This is an optimization exercise on Yosys and OpenROAD, whose aim is small area, not a production implementation.
In this exercise RTL edits were held to simulation tests only and were not proved equivalent to the original.

==> flow/design.v (outline; a module is shown in full before it is edited, if it fits) <==
// module char_controller: 186 lines
// module collide: 909 lines
// module character: 40 lines
// module back_controller: 66 lines
// module game_core: 45 lines
module game_core (
    input  logic        clk,
    input  logic        reset,
    input  logic [7:0]  keycode0,
    input  logic [7:0]  keycode1,
    output logic [9:0]  char_x,
    output logic [9:0]  char_y,
    output logic        ts_collide,
    output logic        bs_collide,
    output logic        left_collide,
    output logic        right_collide,
    output logic        bottom_collide,
    output logic [3:0]  char_state,
    output logic [3:0]  screen,
    output logic [10:0] background_number,
    output logic [3:0]  screen_state
);
  // ...
==> flow/flow/run.sh <==
#!/bin/bash
# Own layout flow: the standard synthesis, then the combinational logic
# re-mapped for area by yosys/ABC (every flip-flop instance kept exactly as the
# standard synthesis made it), then the standard layout steps with the
# smallest port buffers and a clock tree without dummy loads.
set -euo pipefail
W=$(pwd)
R=$W/orfs/results/${FLOW_PLATFORM}/game_core/base
LIB=$FLOW_HOME/platforms/${FLOW_PLATFORM}/lib/sky130_fd_sc_hd__tt_025C_1v80.lib
YOSYS=$(command -v yosys || true)
[[ -n "$YOSYS" ]] || YOSYS=$FLOW_HOME/../tools/install/yosys/bin/yosys

# 1. standard synthesis
bash standard.sh synth > "$W/flow_synth.log" 2>&1
cp "$R/1_2_yosys.v" "$W/std_1_2_yosys.v"

# 2. re-map the combinational logic for area: three rounds of four ABC runs
#    (different seeds) in parallel; each round starts from the smallest
#    netlist so far
remap() {  # remap IN TAG
  IN="$1" OUT="$W/remap_$2.v" LIB="$LIB" TOP="$FLOW_TOP" \
    ABC_SCRIPT="$W/remap_$2.abc" "$YOSYS" -c "$W/flow/remap.tcl" > "$W/flow_remap_$2.log" 2>&1
}
area() { awk '/Chip area/ {print $NF}' "$W/remap_$1.v.stat"; }
best_in="$W/std_1_2_yosys.v"
best_area=""
seed=0
for round in 1 2 3; do
  tags=""
  for k in 1 2 3 4; do
    seed=$((seed + 1))
    tag="${round}_${k}"
    if (( round == 1 && k % 2 )); then pre='dc2\n'; else pre=''; fi
    printf "strash\n${pre}&get -n\n&deepsyn -T 60 -S %s\n&put\ndch -f\namap\ntopo\n" "$seed" > "$W/remap_$tag.abc"
    remap "$best_in" "$tag" &
    tags="$tags $tag"
  done
  wait
  for tag in $tags; do
    a=$(area "$tag")
    echo "remap $tag: $a" >> "$W/flow_remap.log"
    if [[ -z "$best_area" ]] || awk -v a="$a" -v b="$best_area" 'BEGIN {exit !(a < b)}'; then
      best_in="$W/remap_$tag.v"
      best_area=$a
    fi
  done
done
echo "kept $best_in ($best_area)" >> "$W/flow_remap.log"

# 3. the rest of the standard layout, from the re-mapped netlist
cp "$best_in" "$R/1_2_yosys.v"
rm -f "$R/1_synth.odb" "$R/1_synth.sdc"
bash standard.sh BUFFER_PORTS_ARGS="-buffer_cell sky130_fd_sc_hd__buf_1" \
  CTS_ARGS="-sink_clustering_enable -sink_clustering_size 40 -sink_clustering_max_diameter 300 -repair_clock_nets -buf_list sky130_fd_sc_hd__clkbuf_8 -dont_use_dummy_load" \
  finish > "$W/flow_layout.log" 2>&1
==> flow/flow/remap.tcl <==
# remap.tcl: re-map the combinational logic of a mapped netlist for area,
# keeping every flip-flop instance (name, cell type, connections) as it is.
# env: LIB, IN, OUT, ABC_SCRIPT
yosys read_liberty -ignore_miss_func $::env(LIB)
yosys blackbox {sky130_fd_sc_hd__*df*} {sky130_fd_sc_hd__*dl*} {sky130_fd_sc_hd__*sdf*}
yosys read_verilog $::env(IN)
yosys hierarchy -top $::env(TOP)
yosys flatten
yosys rename -hide {w:_*}
yosys hierarchy -top $::env(TOP)
yosys opt_clean -purge
yosys abc -liberty $::env(LIB) -dont_use {*probe*} -dont_use {*lpflow*} -script $::env(ABC_SCRIPT)
yosys opt_clean -purge
yosys hilomap -hicell sky130_fd_sc_hd__conb_1 HI -locell sky130_fd_sc_hd__conb_1 LO
yosys opt_clean -purge
yosys insbuf -buf sky130_fd_sc_hd__buf_1 A X
yosys splitnets
yosys opt_clean -purge
yosys tee -o $::env(OUT).stat stat -liberty $::env(LIB)
yosys write_verilog -noattr -nohex -nodec $::env(OUT)
==> flow/standard.sh <==
#!/bin/bash
# synth_recipe.tcl (not shown) runs the flow's synth.tcl, then flattens the netlist and writes it again
# the make line also repeats each setting of config.mk as NAME=value (left out here)
make -C /OpenROAD-flow-scripts/flow DESIGN_CONFIG=/design/flow/config.mk WORK_HOME=/design/flow/orfs CLKGATE_MAP_FILE= SYNTH_SCRIPT=/design/flow/synth_recipe.tcl "${@:-finish}"
==> flow/config.mk <==
export PLATFORM = sky130hd
export DESIGN_NAME = game_core
export DESIGN_NICKNAME = game_core
export VERILOG_FILES = /design/flow/design.v
export SDC_FILE = /design/flow/constraint.sdc
export NUM_CORES = 4
export LEC_CHECK = 0
export CAP_MARGIN = 20
export CORE_MARGIN = 2
export CORE_UTILIZATION = 25
export GPL_TIMING_DRIVEN = 0
export SLEW_MARGIN = 20
==> flow/constraint.sdc <==
create_clock -name core_clock -period 12.0 [get_ports {clk}]
set_input_delay 2.4000 -clock core_clock [delete_from_list [all_inputs] [get_ports {clk}]]
set_output_delay 2.4000 -clock core_clock [all_outputs]
set_load 0.01 [all_outputs]
==> results.py, run 1 <==
metrics = {
    "run_status": {
        "outcome": "finished clean",
    },
    "hold_path": {
        "hp-class": "register to register",
    },
    "detailed_routing": {
        "drt_iter0_markers": 1038,
        "wirelength_um": 28400,
        "drc": 0,
        "wl_met1_um": 11200,
    },
    "final_layout": {
        "final_common_cell": "nor2_1",
        "layout.nets": 989,
        "signal_buffers": 60,
        "final_util": 0.288,
    },
    "floorplanning": {
        "start_util": 0.256,
    },
    "global_routing": {
        "grtUsageMet1": 0.332,
        "grt_overflow": 0,
        "grt_first_pass_wirelength_um": 42000,
        "grt-busiest-layer": "met2",
    },
    "cts": {
        "clkLatencyLatePin_ns": 0.30,
    },
    "timing": {
        "setup_violations": 0,
        "timing.hold.ws_ns": 0.466,
    },
    "worst_setup_path": {
        "worstSetupEndpoint": "bottom_collide",
        "cpMaxStageDelayCell": "clkinv_1",
        "crit_chain": "clkinv_1 -> nor2_1 -> clkinv_1 -> nor2_1 -> nor2_1 -> o21ai_0 -> nor3_1 -> o21ai_0 -> a31oi_1 -> a311o_1 -> nor3_1 -> clkinv_1 -> buf_1",
        "rr_worst_depth": 20,
    },
}
==> run 2, diff against run 1 <==
--- a/flow/flow/run.sh
+++ b/flow/flow/run.sh
@@ -14,9 +14,10 @@
 bash standard.sh synth > "$W/flow_synth.log" 2>&1
 cp "$R/1_2_yosys.v" "$W/std_1_2_yosys.v"
 
-# 2. re-map the combinational logic for area: three rounds of four ABC runs
+# 2. re-map the combinational logic for area: twelve rounds of four ABC runs
 #    (different seeds) in parallel; each round starts from the smallest
-#    netlist so far
+#    netlist so far. deepsyn stops after 30 steps without improvement (no
+#    time limit), so the result does not depend on the machine's load.
 remap() {  # remap IN TAG
   IN="$1" OUT="$W/remap_$2.v" LIB="$LIB" TOP="$FLOW_TOP" \
     ABC_SCRIPT="$W/remap_$2.abc" "$YOSYS" -c "$W/flow/remap.tcl" > "$W/flow_remap_$2.log" 2>&1
@@ -25,13 +26,13 @@
 best_in="$W/std_1_2_yosys.v"
 best_area=""
 seed=0
-for round in 1 2 3; do
+for round in 1 2 3 4 5 6 7 8 9 10 11 12; do
   tags=""
   for k in 1 2 3 4; do
     seed=$((seed + 1))
     tag="${round}_${k}"
     if (( round == 1 && k % 2 )); then pre='dc2\n'; else pre=''; fi
-    printf "strash\n${pre}&get -n\n&deepsyn -T 60 -S %s\n&put\ndch -f\namap\ntopo\n" "$seed" > "$W/remap_$tag.abc"
+    printf "strash\n${pre}&get -n\n&deepsyn -J 30 -S %s\n&put\ndch -f\namap\ntopo\n" "$seed" > "$W/remap_$tag.abc"
     remap "$best_in" "$tag" &
     tags="$tags $tag"
   done
==> run 2 against run 1 <==
Effect of this change: maximum frequency is 4.7% lower; sequential cell count stayed put; first-iteration DRC count is 5.1% lower; non-clock buffer count stayed put; sequential share of layout area is 0.23 points higher; worst setup slack worse by 0.40 ns; critical path depth is 1 higher; critical endpoint is now left_collide; highest routed layer unchanged.
==> results.py, run 2 <==
metrics = {
    "run_status": {
        "outcome": "finished clean",
    },
    "worst_setup_path": {
        "worst_setup_path_start_kind": "register",
        "r2r-end": "char.ctl.state[2]",
        "crit_type": "register to primary output",
        "crit_path_end_kind": "primary output",
        "critPathMaxFanout": 17,
        "rr_worst_depth": 19,
        "r2r_start": "char.ctl.xpos[8]",
        "arrival_ns": 6.10,
        "cp.required_ns": 9.60,
        "ff2ff_setup_slack_ns": 5.07,
    },
    "final_layout": {
        "final_cell_mix": "232 x nor2_1, 119 x clkinv_1, 87 x o21ai_0",
        "regMostFlops": "char.ctl.xpos",
        "largest_reg_flops": 10,
        "layout.cells.non_filler": 1209,
        "drive_above_1_share": 0.00636,
        "layout.nets": 964,
        "final_common_cell": "nor2_1",
        "largestRegisters": "char.ctl.xpos x10, char.ctl.yreg x9, char.ctl.cnt x7",
        "syn2layout_area_growth_pct": 12.7,
        "fillers": 2322,
        "multi_input_area_um2": 3740,
        "antennaDiodeCount": 0,
        "regArea_um2": 741,
    },
    "detailed_routing": {
        "drc": 0,
        "first_pass_iters": 6,
        "drt_iter0_markers": 985,
        "wl_per_cell_um": 25.3,
        "wirelength_um": 30600,
        "num_vias": 7331,
        "ant_nets": 0,
        "avgViaCountPerCell": 6.06,
    },
    "placed_design": {
        "dp_hpwl_um": 24600,
        "gp_congestion": 1.07,
        "portBuffers": 59,
        "place_inst": 1204,
    },
    "timing": {
        "slew_headroom": 0.276,
        "rsz0062_at_grt": "no",
        "setup_tns_ns": 0,
        "timing.hold.ws_ns": 0.470,
        "hold_violations": 0,
        "setup_violations": 0,
        "maxSlewViolCount": 0,
        "tightest_slew_ns": 1.08,
        "fmax_mhz": 118,
        "finalCritPeriodShare": 0.708,
        "post-route-min-period_ns": 8.50,
        "skew_ns": 0.0227,
    },
    "global_routing": {
        "grt_first_pass_wirelength_um": 44400,
        "track_usage": 0.292,
        "antenna_found_initial": 0,
        "grt_pass1_vias": 6773,
        "grt_overflow": 0,
        "grt_max_degree": 24,
    },
    "cts": {
        "cts_tree": "built",
        "cts_hold_buf": 0,
        "postCtsSetupBuffers": 0,
        "clockBufferDepth": 2,
        "clkLatencyLatePin_ns": 0.33,
        "postCtsResizedCells": 0,
        "clk_pin_slew_ns": 0.09,
        "cts-htree-levels": 2,
        "cts-buffers-inserted": 5,
        "root_buffer": "clkbuf_8",
        "numClockSinks": 37,
    },
    "hold_path": {
        "min-delay-start": "char.ctl.cnt[2]",
        "hp-class": "register to register",
        "min_delay_worst_endpoint": "char.ctl.cnt[6]",
        "hold_path_depth": 2,
    },
    "floorplanning": {
        "die_height_um": 144,
        "die_x_um": 144,
        "start_util": 0.254,
        "num_io_pins": 66,
        "dieArea_um2": 20800,
        "rows": 51,
        "core_area_um2": 19400,
    },
    "synth": {
        "syn_area_um2": 4920,
        "syn-num-nets": 898,
        "synthCells": 880,
        "syn_area_per_cell_um2": 5.59,
        "yosysWarnings": 2,
    },
    "job": {
        "drv_cap": 0,
    },
}
[run 2: worst max path at each step]
stage | slack [ns] | depth (start not counted) | start | to
after floorplan | 6.42 | 10 | char.ctl.xpos[5] | left_collide
after global placement | 3.85 | 14 | char.ctl.xpos[8] | left_collide
after detailed placement | 4.14 | 14 | char.ctl.xpos[8] | left_collide
after CTS | 3.76 | 14 | char.ctl.xpos[8] | left_collide
after global routing | 3.33 | 14 | char.ctl.xpos[8] | left_collide
final | 3.50 | 14 | char.ctl.xpos[8] | left_collide
[run 2: worst max-delay path: stages (launching register included)]
cell	delay [ns]
dfxtp_1	0.80
clkinv_1	0.78
nor2_1	0.78
clkinv_1	0.51
nor2_1	0.25
clkinv_1	0.25
nor2_1	0.20
o21ai_0	0.15
o21ai_0	0.29
o22ai_1	0.22
a2111oi_0	0.43
a21oi_1	0.07
a31oi_1	0.52
clkinv_1	0.31
buf_1	0.20
[run 2: layout make-up]
type,instances,area share
clock buffers,5,0.0124
well taps,265,0.0598
multi-input cells,723,0.673
plain buffers,1,0.000676
repair buffers,59,0.0399
inverters,119,0.0805
flip-flops and latches,37,0.133
[run 2: per-stage QoR]
stage | utilization | setup WS [ns] | instance area, µm²
finish | 0.286 | 3.50 | 5550
detailed placement | 0.283 | 4.14 | 5480
floorplan | - | 6.42 | 4920
global placement | 0.282 | 3.85 | 5480
CTS | 0.286 | 3.76 | 5550
global route | 0.286 | 3.33 | 5550
[run 2: metal layers]
layer | global-route usage | wire length [µm] | vias to the layer above
met4 | 0.189 | 2500 | 0
li1 | - | - | 3315
met1 | 0.370 | 12400 | 3362
met5 | 0 | 0 | -
met2 | 0.456 | 13200 | 508
met3 | 0.0517 | 2550 | 146
==> run 3, diff against run 2 <==
--- a/flow/flow/run.sh
+++ b/flow/flow/run.sh
@@ -14,7 +14,7 @@
 bash standard.sh synth > "$W/flow_synth.log" 2>&1
 cp "$R/1_2_yosys.v" "$W/std_1_2_yosys.v"
 
-# 2. re-map the combinational logic for area: twelve rounds of four ABC runs
+# 2. re-map the combinational logic for area: five rounds of four ABC runs
 #    (different seeds) in parallel; each round starts from the smallest
 #    netlist so far. deepsyn stops after 30 steps without improvement (no
 #    time limit), so the result does not depend on the machine's load.
@@ -26,7 +26,7 @@
 best_in="$W/std_1_2_yosys.v"
 best_area=""
 seed=0
-for round in 1 2 3 4 5 6 7 8 9 10 11 12; do
+for round in 1 2 3 4 5; do
   tags=""
   for k in 1 2 3 4; do
     seed=$((seed + 1))
==> run 3 against run 2 <==
Effect of this change: critical path depth stayed put; die area unchanged; critical path type unchanged; highest routed layer unchanged.
==> results.py, run 3 <==
metrics = {
    "worst_setup_path": {
        "rr_worst_depth": 19,
        "ff2ff_setup_slack_ns": 5.07,
        "r2r-end": "char.ctl.state[2]",
        "worst_setup_path_start_kind": "register",
        "cp.required_ns": 9.60,
        "worstSetupEndpoint": "left_collide",
        "crit_type": "register to primary output",
        "startpoint": "char.ctl.xpos[8]",
        "critPathMaxFanout": 17,
        "crit_path_end_kind": "primary output",
        "arrival_ns": 6.10,
        "r2r_start": "char.ctl.xpos[8]",
    },
    "detailed_routing": {
        "wl_per_cell_um": 25.3,
        "drt_iter0_markers": 985,
        "num_vias": 7331,
        "first_pass_iters": 6,
        "avgViaCountPerCell": 6.06,
        "wirelength_um": 30600,
        "ant_nets": 0,
        "drc": 0,
    },
    "cts": {
        "cts_tree": "built",
        "clockBufferDepth": 2,
        "postCtsSetupBuffers": 0,
        "cts_hold_buf": 0,
        "root_buffer": "clkbuf_8",
        "postCtsResizedCells": 0,
        "clkLatencyLatePin_ns": 0.33,
        "cts-htree-levels": 2,
        "numClockSinks": 37,
        "clk_pin_slew_ns": 0.09,
        "cts-buffers-inserted": 5,
    },
    "timing": {
        "post-route-min-period_ns": 8.50,
        "setup_violations": 0,
        "slew_headroom": 0.276,
        "fmax_mhz": 118,
        "hold_violations": 0,
        "maxSlewViolCount": 0,
        "rsz0062_at_grt": "no",
        "skew_ns": 0.0227,
        "timing.final.ws_setup_ns": 3.50,
        "setup_tns_ns": 0,
        "tightest_slew_ns": 1.08,
        "finalCritPeriodShare": 0.708,
        "timing.hold.ws_ns": 0.470,
    },
    "synth": {
        "syn_area_um2": 4920,
        "syn-num-nets": 898,
        "synthCells": 880,
        "syn_area_per_cell_um2": 5.59,
        "yosysWarnings": 2,
    },
    "final_layout": {
        "layout.nets": 964,
        "antennaDiodeCount": 0,
        "syn2layout_area_growth_pct": 12.7,
        "largestRegisters": "char.ctl.xpos x10, char.ctl.yreg x9, char.ctl.cnt x7",
        "layout.cells.non_filler": 1209,
        "regMostFlops": "char.ctl.xpos",
        "drive_above_1_share": 0.00636,
        "largest_reg_flops": 10,
        "final_common_cell": "nor2_1",
        "final_cell_mix": "232 x nor2_1, 119 x clkinv_1, 87 x o21ai_0",
    },
    "hold_path": {
        "hp-class": "register to register",
    },
    "global_routing": {
        "grtUsageMet1": 0.370,
        "gr-usage-met3": 0.0517,
        "grt_pass1_vias": 6773,
        "use_met2": 0.456,
        "track_usage": 0.292,
        "grt-busiest-layer": "met2",
        "grt_first_pass_wirelength_um": 44400,
        "grt_overflow": 0,
        "antenna_found_initial": 0,
        "grt_max_degree": 24,
    },
    "floorplanning": {
        "core_area_um2": 19400,
        "rows": 51,
        "dieArea_um2": 20800,
        "num_io_pins": 66,
        "die_height_um": 144,
        "start_util": 0.254,
        "die_x_um": 144,
    },
    "job": {
        "drv_cap": 0,
    },
    "placed_design": {
        "place_ws_ns": 4.14,
        "gp_congestion": 1.07,
        "portBuffers": 59,
        "dp_hpwl_um": 24600,
        "place_inst": 1204,
    },
    "run_status": {
        "outcome": "finished clean",
    },
}
[run 3: routing by layer]
| metal | share of wire | wire (µm) | up-vias |
|---|---|---|---|
| met1 | 0.40 | 12400 | 3362 |
| met4 | 0.082 | 2500 | 0 |
| met2 | 0.43 | 13200 | 508 |
| li1 | - | - | 3315 |
| met5 | 0 | 0 | - |
| met3 | 0.083 | 2550 | 146 |
[run 3: worst max-delay path, stage by stage (launching register included)]
cell	delay (ns)
dfxtp_1	0.80
clkinv_1	0.78
nor2_1	0.78
clkinv_1	0.51
nor2_1	0.25
clkinv_1	0.25
nor2_1	0.20
o21ai_0	0.15
o21ai_0	0.29
o22ai_1	0.22
a2111oi_0	0.43
a21oi_1	0.07
a31oi_1	0.52
clkinv_1	0.31
buf_1	0.20
[run 3: worst min-delay path by stage]
stage | start | end | slack, ns | cells past startpoint
2_1_floorplan | char.ctl.cnt[2] | char.ctl.cnt[6] | 0.44 | 2
3_3_place_gp | char.ctl.cnt[2] | char.ctl.cnt[6] | 0.46 | 2
3_5_place_dp | char.ctl.cnt[2] | char.ctl.cnt[6] | 0.45 | 2
4_1_cts | char.ctl.cnt[2] | char.ctl.cnt[6] | 0.47 | 2
5_1_grt | char.ctl.cnt[2] | char.ctl.cnt[6] | 0.52 | 2
6_report | char.ctl.cnt[2] | char.ctl.cnt[6] | 0.47 | 2
[run 3: cell type report]
| type | count | area [µm²] |
|---|---|---|
| Tap cell | 265 | 332 |
| Fill cell | 2322 | 13800 |
| Sequential cell | 37 | 741 |
| Inverter | 119 | 447 |
| Multi-Input combinational cell | 723 | 3740 |
| Timing Repair Buffer | 59 | 221 |
| Buffer | 1 | 3.75 |
| Clock buffer | 5 | 68.8 |
[run 3: per-stage QoR]
stage / util / area, µm²
6_report: 0.286 / 5550
4_1_cts: 0.286 / 5550
3_3_place_gp: 0.282 / 5480
3_5_place_dp: 0.283 / 5480
5_1_grt: 0.286 / 5550
2_1_floorplan: - / 4920
==> run 4, diff against run 3 <==
--- a/flow/flow/run.sh
+++ b/flow/flow/run.sh
@@ -15,9 +15,8 @@
 cp "$R/1_2_yosys.v" "$W/std_1_2_yosys.v"
 
 # 2. re-map the combinational logic for area: five rounds of four ABC runs
-#    (different seeds) in parallel; each round starts from the smallest
-#    netlist so far. deepsyn stops after 30 steps without improvement (no
-#    time limit), so the result does not depend on the machine's load.
+#    (different seeds and mappers) in parallel; each round starts from the
+#    smallest netlist so far
 remap() {  # remap IN TAG
   IN="$1" OUT="$W/remap_$2.v" LIB="$LIB" TOP="$FLOW_TOP" \
     ABC_SCRIPT="$W/remap_$2.abc" "$YOSYS" -c "$W/flow/remap.tcl" > "$W/flow_remap_$2.log" 2>&1
@@ -32,7 +31,8 @@
     seed=$((seed + 1))
     tag="${round}_${k}"
     if (( round == 1 && k % 2 )); then pre='dc2\n'; else pre=''; fi
-    printf "strash\n${pre}&get -n\n&deepsyn -J 30 -S %s\n&put\ndch -f\namap\ntopo\n" "$seed" > "$W/remap_$tag.abc"
+    if (( round > 1 && k > 2 )); then map='map -a'; else map='amap'; fi
+    printf "strash\n${pre}&get -n\n&deepsyn -T 60 -S %s\n&put\ndch -f\n${map}\ntopo\n" "$seed" > "$W/remap_$tag.abc"
     remap "$best_in" "$tag" &
     tags="$tags $tag"
   done
==> run 4 against run 3 <==
Effect of this change: still clean; synthesized cell count increased by 0.45%; critical endpoint unchanged; highest routed layer unchanged.
==> results.py, run 4 <==
metrics = {
    "floorplanning": {
        "die_height_um": 145,
        "rows": 51,
        "num_io_pins": 66,
        "die_x_um": 145,
        "core_area_um2": 19500,
        "dieArea_um2": 21100,
        "start_util": 0.256,
    },
    "placed_design": {
        "dp_hpwl_um": 22600,
        "gp_congestion": 1.07,
        "placed_cell_area_um2": 5550,
        "portBuffers": 59,
        "place_ws_ns": 4.46,
        "place_inst": 1208,
    },
    "worst_setup_path": {
        "critPathMaxFanout": 18,
        "cp.required_ns": 9.60,
        "arrival_ns": 5.79,
        "worst_setup_path_start_kind": "register",
        "crit_path_end_kind": "primary output",
        "crit_type": "register to primary output",
    },
    "timing": {
        "setup_violations": 0,
        "timing.final.ws_setup_ns": 3.81,
        "skew_ns": 0.0216,
        "timing.hold.ws_ns": 0.476,
        "slew_headroom": 0.299,
        "maxSlewViolCount": 0,
        "finalCritPeriodShare": 0.683,
        "tightest_slew_ns": 1.04,
        "hold_violations": 0,
        "setup_tns_ns": 0,
        "post-route-min-period_ns": 8.19,
        "fmax_mhz": 122,
        "rsz0062_at_grt": "no",
    },
    "final_layout": {
        "layout.cells.non_filler": 1213,
        "syn2layout_area_growth_pct": 12.6,
        "regMostFlops": "char.ctl.xpos",
        "fillers": 2335,
        "multi_input_area_um2": 3790,
        "finalInstanceArea_um2": 5620,
        "final_cell_mix": "235 x nor2_1, 123 x clkinv_1, 74 x nand2_1",
        "largestRegisters": "char.ctl.xpos x10, char.ctl.yreg x9, char.ctl.cnt x7",
        "drive_above_1_share": 0.00738,
        "final_common_cell": "nor2_1",
        "final_util": 0.288,
        "layout.nets": 968,
        "regArea_um2": 741,
        "antennaDiodeCount": 0,
        "largest_reg_flops": 10,
    },
    "detailed_routing": {
        "wl_per_cell_um": 23.3,
        "first_pass_iters": 5,
        "ant_nets": 0,
        "num_vias": 7575,
        "wirelength_um": 28200,
        "drt_iter0_markers": 1048,
        "drc": 0,
        "avgViaCountPerCell": 6.24,
    },
    "global_routing": {
        "grt_pass1_vias": 6939,
        "grt-busiest-layer": "met2",
        "gr-usage-met3": 0.0491,
        "track_usage": 0.258,
        "use_met2": 0.407,
        "antenna_found_initial": 0,
        "grtUsageMet1": 0.334,
        "grt_first_pass_wirelength_um": 42200,
        "grt_overflow": 0,
        "grt_max_degree": 21,
    },
    "cts": {
        "numClockSinks": 37,
        "clockBufferDepth": 2,
        "clkLatencyLatePin_ns": 0.30,
        "clk_pin_slew_ns": 0.09,
        "cts_tree": "built",
        "cts-htree-levels": 2,
        "root_buffer": "clkbuf_8",
        "cts-buffers-inserted": 5,
        "cts_hold_buf": 0,
        "postCtsResizedCells": 0,
        "postCtsSetupBuffers": 0,
    },
    "synth": {
        "syn-num-nets": 902,
        "syn_area_per_cell_um2": 5.65,
        "syn_area_um2": 4990,
        "yosysWarnings": 2,
        "synthCells": 884,
    },
    "run_status": {
        "outcome": "finished clean",
    },
    "hold_path": {
        "hp-class": "register to register",
    },
    "job": {
        "drv_cap": 0,
    },
}
run 4: cell count changes in the layout (fill, tap and decap cells not counted), moves of 5 or more:
cell      previous run  this run
a221oi_1             2         9
a21oi_1             35        45
nand2_1             86        74
or3_1               14         9
nor4_1              13        22
a31oi_1             34        23
o22ai_1             15        21
o21ai_0             87        70
run 4: path summary, 6_finish.rpt:
| path | startpoint | endpoint | slack (ns) | depth (start not counted) |
|---|---|---|---|---|
| setup reg to reg | char.ctl.xpos[5] | char.ctl.state[1] | 5.30 | 15 |
| hold reg to reg | char.ctl.cnt[3] | char.ctl.cnt[3] | 0.48 | 1 |
| setup / recovery | char.ctl.xpos[5] | left_collide | 3.81 | 10 |
| hold / removal | char.ctl.cnt[3] | char.ctl.cnt[3] | 0.48 | 1 |
run 4: layout make-up:
type / count / share of cell area
Buffer: 1 / 0.000668
Clock buffer: 5 / 0.0122
Inverter: 123 / 0.0821
Multi-Input combinational cell: 723 / 0.675
Sequential cell: 37 / 0.132
Tap cell: 265 / 0.0590
Timing Repair Buffer: 59 / 0.0394
run 4: worst max-delay path, stage by stage (launching register included):
cell and delay [ns]:
dfxtp_1 0.89, clkinv_1 0.83, nor2_1 0.67, a22oi_1 0.33, o21ai_0 0.88, nor4_1 0.12, a311oi_1 0.63, nor4_1 0.11
a31oi_1 0.49, clkinv_1 0.33, buf_1 0.20
run 4: layer usage:
| layer | part of all wire | vias to the layer above |
|---|---|---|
| met5 | 0 | - |
| met4 | 0.062 | 0 |
| met3 | 0.10 | 131 |
| met2 | 0.44 | 597 |
| met1 | 0.40 | 3483 |
| li1 | - | 3364 |
==> run 5, diff against run 4 <==
--- a/flow/flow/run.sh
+++ b/flow/flow/run.sh
@@ -14,9 +14,11 @@
 bash standard.sh synth > "$W/flow_synth.log" 2>&1
 cp "$R/1_2_yosys.v" "$W/std_1_2_yosys.v"
 
-# 2. re-map the combinational logic for area: five rounds of four ABC runs
-#    (different seeds and mappers) in parallel; each round starts from the
-#    smallest netlist so far
+# 2. re-map the combinational logic for area: nine rounds of four ABC runs
+#    (different seeds) in parallel; each round starts from the smallest
+#    netlist so far. deepsyn stops after 30 (from round 6 on, 100) steps
+#    without improvement (no time limit), so the result does not depend on
+#    the machine's load.
 remap() {  # remap IN TAG
   IN="$1" OUT="$W/remap_$2.v" LIB="$LIB" TOP="$FLOW_TOP" \
     ABC_SCRIPT="$W/remap_$2.abc" "$YOSYS" -c "$W/flow/remap.tcl" > "$W/flow_remap_$2.log" 2>&1
@@ -25,14 +27,14 @@
 best_in="$W/std_1_2_yosys.v"
 best_area=""
 seed=0
-for round in 1 2 3 4 5; do
+for round in 1 2 3 4 5 6 7 8 9; do
   tags=""
   for k in 1 2 3 4; do
     seed=$((seed + 1))
     tag="${round}_${k}"
-    if (( round == 1 && k % 2 )); then pre='dc2\n'; else pre=''; fi
-    if (( round > 1 && k > 2 )); then map='map -a'; else map='amap'; fi
-    printf "strash\n${pre}&get -n\n&deepsyn -T 60 -S %s\n&put\ndch -f\n${map}\ntopo\n" "$seed" > "$W/remap_$tag.abc"
+    if (( (round == 1 || round > 5) && k % 2 )); then pre='dc2\n'; else pre=''; fi
+    if (( round > 5 )); then steps=100; else steps=30; fi
+    printf "strash\n${pre}&get -n\n&deepsyn -J ${steps} -S %s\n&put\ndch -f\namap\ntopo\n" "$seed" > "$W/remap_$tag.abc"
     remap "$best_in" "$tag" &
     tags="$tags $tag"
   done
==> run 5 against run 4 <==
Effect of this change: maximum frequency decreased by 3.6%; clock skew increased by 0.0010 ns; core utilization down 0.18 points; final area decreased by 1.3%.
==> results.py, run 5 <==
metrics = {
    "placed_design": {
        "gp_congestion": 1.07,
        "dp_hpwl_um": 24600,
        "portBuffers": 59,
    },
    "worst_setup_path": {
        "critPathMaxStageDelay_ns": 0.80,
        "crit_top_cell": "clkinv_1",
        "crit_path_end_kind": "primary output",
        "cpMaxStageDelayCell": "dfxtp_1",
        "crit_type": "register to primary output",
        "critPathMaxFanout": 17,
        "worst_setup_path_start_kind": "register",
        "arrival_ns": 6.10,
        "cp.required_ns": 9.60,
        "crit_chain": "clkinv_1 -> nor2_1 -> clkinv_1 -> nor2_1 -> clkinv_1 -> nor2_1 -> o21ai_0 -> o21ai_0 -> o22ai_1 -> a2111oi_0 -> a21oi_1 -> a31oi_1 -> clkinv_1 -> buf_1",
    },
    "timing": {
        "fmax_mhz": 118,
        "skew_ns": 0.0227,
        "setup_tns_ns": 0,
        "finalCritPeriodShare": 0.708,
        "tightest_slew_ns": 1.08,
        "post-route-min-period_ns": 8.50,
        "hold_violations": 0,
        "setup_violations": 0,
        "maxSlewViolCount": 0,
        "rsz0062_at_grt": "no",
        "slew_headroom": 0.276,
    },
    "detailed_routing": {
        "wirelength_um": 30600,
        "num_vias": 7331,
        "drt_iter0_markers": 985,
        "drc": 0,
        "first_pass_iters": 6,
        "ant_nets": 0,
        "avgViaCountPerCell": 6.06,
        "wl_per_cell_um": 25.3,
    },
    "final_layout": {
        "layout.nets": 964,
        "largest_reg_flops": 10,
        "largestRegisters": "char.ctl.xpos x10, char.ctl.yreg x9, char.ctl.cnt x7",
        "regMostFlops": "char.ctl.xpos",
        "final_util": 0.286,
        "syn2layout_area_growth_pct": 12.7,
        "final_cell_mix": "232 x nor2_1, 119 x clkinv_1, 87 x o21ai_0",
        "antennaDiodeCount": 0,
        "final_common_cell": "nor2_1",
        "drive_above_1_share": 0.00636,
    },
    "cts": {
        "cts-htree-levels": 2,
        "cts_hold_buf": 0,
        "postCtsSetupBuffers": 0,
        "numClockSinks": 37,
        "clkLatencyLatePin_ns": 0.33,
        "cts-buffers-inserted": 5,
        "clockBufferDepth": 2,
        "clk_pin_slew_ns": 0.09,
        "root_buffer": "clkbuf_8",
        "postCtsResizedCells": 0,
        "cts_tree": "built",
    },
    "synth": {
        "yosysWarnings": 2,
        "synthCells": 880,
        "syn_area_um2": 4920,
        "syn-num-nets": 898,
        "syn_area_per_cell_um2": 5.59,
    },
    "global_routing": {
        "grt_max_degree": 24,
        "grt_first_pass_wirelength_um": 44400,
        "grt_pass1_vias": 6773,
        "track_usage": 0.292,
        "grt_overflow": 0,
        "antenna_found_initial": 0,
    },
    "run_status": {
        "outcome": "finished clean",
    },
    "floorplanning": {
        "num_io_pins": 66,
        "dieArea_um2": 20800,
        "die_height_um": 144,
        "rows": 51,
        "core_area_um2": 19400,
        "die_x_um": 144,
        "start_util": 0.254,
    },
    "hold_path": {
        "hp-class": "register to register",
    },
    "job": {
        "drv_cap": 0,
    },
}
[run 5: worst paths after layout]
kind / startpoint / to / slack [ns] / depth (start not counted)
setup / recovery: char.ctl.xpos[8] / left_collide / 3.50 / 14
hold / removal: char.ctl.cnt[2] / char.ctl.cnt[6] / 0.47 / 2
setup reg to reg: char.ctl.xpos[8] / char.ctl.state[2] / 5.07 / 19
hold reg to reg: char.ctl.cnt[2] / char.ctl.cnt[6] / 0.47 / 2
[run 5: critical path: cells and delay by family, from the launching register on]
family          cells  cell delay [ns]
compound gates      6             1.68
buf+inv             5             2.05
flops               1             0.80
simple gates        3             1.23
[run 5: metal layers]
metal | GRT usage | vias up | share of wire
met2 | 0.456 | 508 | 0.43
met5 | 0 | - | 0
met4 | 0.189 | 0 | 0.082
met3 | 0.0517 | 146 | 0.083
li1 | - | 3315 | -
met1 | 0.370 | 3362 | 0.40
[run 5: final cells by class]
class / instances / area, µm²
multi-input combinational: 723 / 3740
buffer: 1 / 3.75
timing repair buffer: 59 / 221
fill: 2322 / 13800
sequential: 37 / 741
clock buffer: 5 / 68.8
inverter: 119 / 447
tap: 265 / 332
[run 5: through the flow]
stage                     setup slack, ns  cells  hold slack [ns]  cell area, µm²
after floorplan                      6.42    880            0.440            4920
after global placement               3.85   1204            0.456            5480
after detailed placement             4.14   1204            0.449            5480
after CTS                            3.76   1209            0.466            5550
after global routing                 3.33   1209            0.518            5550
final                                3.50   1209            0.470            5550
==> run 6, diff against run 5 <==
--- a/flow/flow/run.sh
+++ b/flow/flow/run.sh
@@ -14,11 +14,10 @@
 bash standard.sh synth > "$W/flow_synth.log" 2>&1
 cp "$R/1_2_yosys.v" "$W/std_1_2_yosys.v"
 
-# 2. re-map the combinational logic for area: nine rounds of four ABC runs
-#    (different seeds) in parallel; each round starts from the smallest
-#    netlist so far. deepsyn stops after 30 (from round 6 on, 100) steps
-#    without improvement (no time limit), so the result does not depend on
-#    the machine's load.
+# 2. re-map the combinational logic for area: six rounds of eight ABC runs
+#    (different seeds, with and without dc2 first), four at a time; each round starts from the smallest
+#    netlist so far. deepsyn stops after 30 steps without improvement (no
+#    time limit), so the result does not depend on the machine's load.
 remap() {  # remap IN TAG
   IN="$1" OUT="$W/remap_$2.v" LIB="$LIB" TOP="$FLOW_TOP" \
     ABC_SCRIPT="$W/remap_$2.abc" "$YOSYS" -c "$W/flow/remap.tcl" > "$W/flow_remap_$2.log" 2>&1
@@ -27,17 +26,19 @@
 best_in="$W/std_1_2_yosys.v"
 best_area=""
 seed=0
-for round in 1 2 3 4 5 6 7 8 9; do
+for round in 1 2 3 4 5 6; do
   tags=""
-  for k in 1 2 3 4; do
-    seed=$((seed + 1))
+  for k in 1 2 3 4 5 6 7 8; do
+    seed=$(( (seed % 100) + 1 ))
     tag="${round}_${k}"
-    if (( (round == 1 || round > 5) && k % 2 )); then pre='dc2\n'; else pre=''; fi
-    if (( round > 5 )); then steps=100; else steps=30; fi
-    printf "strash\n${pre}&get -n\n&deepsyn -J ${steps} -S %s\n&put\ndch -f\namap\ntopo\n" "$seed" > "$W/remap_$tag.abc"
-    remap "$best_in" "$tag" &
+    if (( k % 2 )); then pre='dc2\n'; else pre=''; fi
+    printf "strash\n${pre}&get -n\n&deepsyn -J 30 -S %s\n&put\ndch -f\namap\ntopo\n" "$seed" > "$W/remap_$tag.abc"
     tags="$tags $tag"
   done
+  set -- $tags
+  for tag in $1 $2 $3 $4; do remap "$best_in" "$tag" & done
+  wait
+  for tag in $5 $6 $7 $8; do remap "$best_in" "$tag" & done
   wait
   for tag in $tags; do
     a=$(area "$tag")
==> run 6 against run 5 <==
Effect of this change: synthesized cell count up 0.91%; first-iteration DRC count down 1.0%; core utilization is 0.25 points higher; synthesized area increased by 2.0%; worst setup slack gained 0.29 ns; cell count up 0.66%; non-clock buffer count did not move; register-to-register slack better by 0.11 ns; routed wire length decreased by 0.21%; maximum frequency is 3.5% higher; final area rose by 1.9%; critical path type unchanged.
==> results.py, run 6 <==
metrics = {
    "run_status": {
        "outcome": "finished clean",
    },
    "global_routing": {
        "grt_first_pass_wirelength_um": 45300,
        "track_usage": 0.280,
        "grt_pass1_vias": 6974,
        "grt_max_degree": 24,
        "grt_overflow": 0,
        "antenna_found_initial": 0,
    },
    "final_layout": {
        "largestRegisters": "char.ctl.xpos x10, char.ctl.yreg x9, char.ctl.cnt x7",
        "largest_reg_flops": 10,
        "syn2layout_area_growth_pct": 12.6,
        "layout.nets": 972,
        "regMostFlops": "char.ctl.xpos",
        "regArea_um2": 741,
        "drive_above_1_share": 0.00735,
        "fillers": 2318,
        "antennaDiodeCount": 0,
        "multi_input_area_um2": 3850,
        "final_common_cell": "nor2_1",
        "final_cell_mix": "239 x nor2_1, 115 x clkinv_1, 81 x o21ai_0",
    },
    "timing": {
        "post-route-min-period_ns": 8.21,
        "hold_violations": 0,
        "timing.final.ws_setup_ns": 3.79,
        "rsz0062_at_grt": "no",
        "timing.hold.ws_ns": 0.476,
        "fmax_mhz": 122,
        "maxSlewViolCount": 0,
        "slew_headroom": 0.292,
        "tightest_slew_ns": 1.04,
        "setup_violations": 0,
        "setup_tns_ns": 0,
        "skew_ns": 0.0266,
        "finalCritPeriodShare": 0.684,
    },
    "placed_design": {
        "place_ws_ns": 4.32,
        "portBuffers": 59,
        "dp_hpwl_um": 24800,
        "gp_congestion": 1.03,
    },
    "floorplanning": {
        "dieArea_um2": 21200,
        "die_height_um": 146,
        "core_area_um2": 19600,
        "rows": 51,
        "start_util": 0.256,
        "num_io_pins": 66,
        "die_x_um": 146,
    },
    "detailed_routing": {
        "ant_nets": 0,
        "num_vias": 7380,
        "drc": 0,
        "wl_per_cell_um": 25.1,
        "avgViaCountPerCell": 6.06,
        "wirelength_um": 30500,
        "first_pass_iters": 5,
        "drt_iter0_markers": 975,
    },
    "synth": {
        "syn_area_per_cell_um2": 5.65,
        "syn-num-nets": 906,
        "syn_area_um2": 5020,
        "synthCells": 888,
        "yosysWarnings": 2,
    },
    "job": {
        "drv_cap": 0,
    },
    "cts": {
        "cts_tree": "built",
        "clockBufferDepth": 2,
        "numClockSinks": 37,
        "cts-buffers-inserted": 5,
        "postCtsResizedCells": 0,
        "clkLatencyLatePin_ns": 0.33,
        "cts_hold_buf": 0,
        "cts-htree-levels": 2,
        "postCtsSetupBuffers": 0,
        "clk_pin_slew_ns": 0.08,
        "root_buffer": "clkbuf_8",
    },
    "worst_setup_path": {
        "crit_type": "register to primary output",
        "arrival_ns": 5.81,
        "crit_path_end_kind": "primary output",
        "worst_setup_path_start_kind": "register",
        "critPathMaxFanout": 16,
        "cp.required_ns": 9.60,
    },
    "hold_path": {
        "hp-class": "register to register",
    },
}
==> run 6: worst max-delay path, stage by stage, from the launching register on <==
cell,delay (ns)
dfxtp_1,0.77
clkinv_1,0.69
nor2_1,0.73
clkinv_1,0.39
nor2_1,0.50
nand2_1,0.20
a211oi_1,0.56
o21ai_0,0.19
o2111a_1,0.14
or4_1,0.46
o221ai_1,0.64
buf_1,0.21
==> run 6: area by class of cell <==
class | instances | area share
Sequential cell | 37 | 0.131
Buffer | 1 | 0.000664
Clock buffer | 5 | 0.0122
Timing Repair Buffer | 59 | 0.0392
Multi-Input combinational cell | 735 | 0.682
Tap cell | 265 | 0.0587
Inverter | 115 | 0.0764
==> run 6: metal layers <==
metal	vias up	track usage	wire length, µm
met5	-	0	0
met4	0	0.153	1960
met3	104	0.0467	2360
met2	430	0.453	13900
met1	3471	0.356	12300
li1	3375	-	-
==> run 6: final timing paths <==
path                                        from         endpoint  slack, ns  cells after the start
worst min register to register    bak.tracker[3]   bak.tracker[3]       0.48                      1
worst max-delay path            char.ctl.xpos[8]   bottom_collide       3.79                     11
worst min-delay path              bak.tracker[3]   bak.tracker[3]       0.48                      1
worst max register to register  char.ctl.xpos[8]  char.ctl.cnt[1]       5.18                     17
==> run 6: per-stage QoR <==
step	util	instances	cell area, µm²
final	0.289	1217	5650
after global routing	0.289	1217	5650
after CTS	0.288	1217	5650
after detailed placement	0.285	1212	5580
after global placement	0.285	1212	5570
after floorplan	-	888	5020

[what the ideal ports hide]
Ports are ideal in the flow. The routed layouts listed here were re-timed in OpenROAD. Step 1 (the two cells are an assumption about what drives the block):
set clk [get_ports {clk}]
set_driving_cell -lib_cell sky130_fd_sc_hd__clkbuf_16 $clk
set_driving_cell -lib_cell sky130_fd_sc_hd__buf_2 [delete_from_list [all_inputs] $clk]
Step 2 also shifts input and output timing later by t, the mid clock arrival at the registers, as if the neighbouring blocks saw the same clock. a / b / c = ideal / step 1 / step 2; a / b = the first two.
| run | shift t [ns] | slack for setup (ns) | cell pins on the clock port's net |
|---|---|---|---|
| run 1 | 0.326 | 3.903 / 3.873 / 4.198 | 1 |
| run 2 | 0.359 | 3.501 / 3.465 / 3.824 | 1 |
| run 3 | 0.359 | 3.501 / 3.465 / 3.824 | 1 |
| run 4 | 0.324 | 3.806 / 3.773 / 4.097 | 1 |
| run 5 | 0.359 | 3.501 / 3.465 / 3.824 | 1 |
| run 6 | 0.352 | 3.793 / 3.757 / 4.109 | 1 |
After both steps every run listed still meets setup and hold.
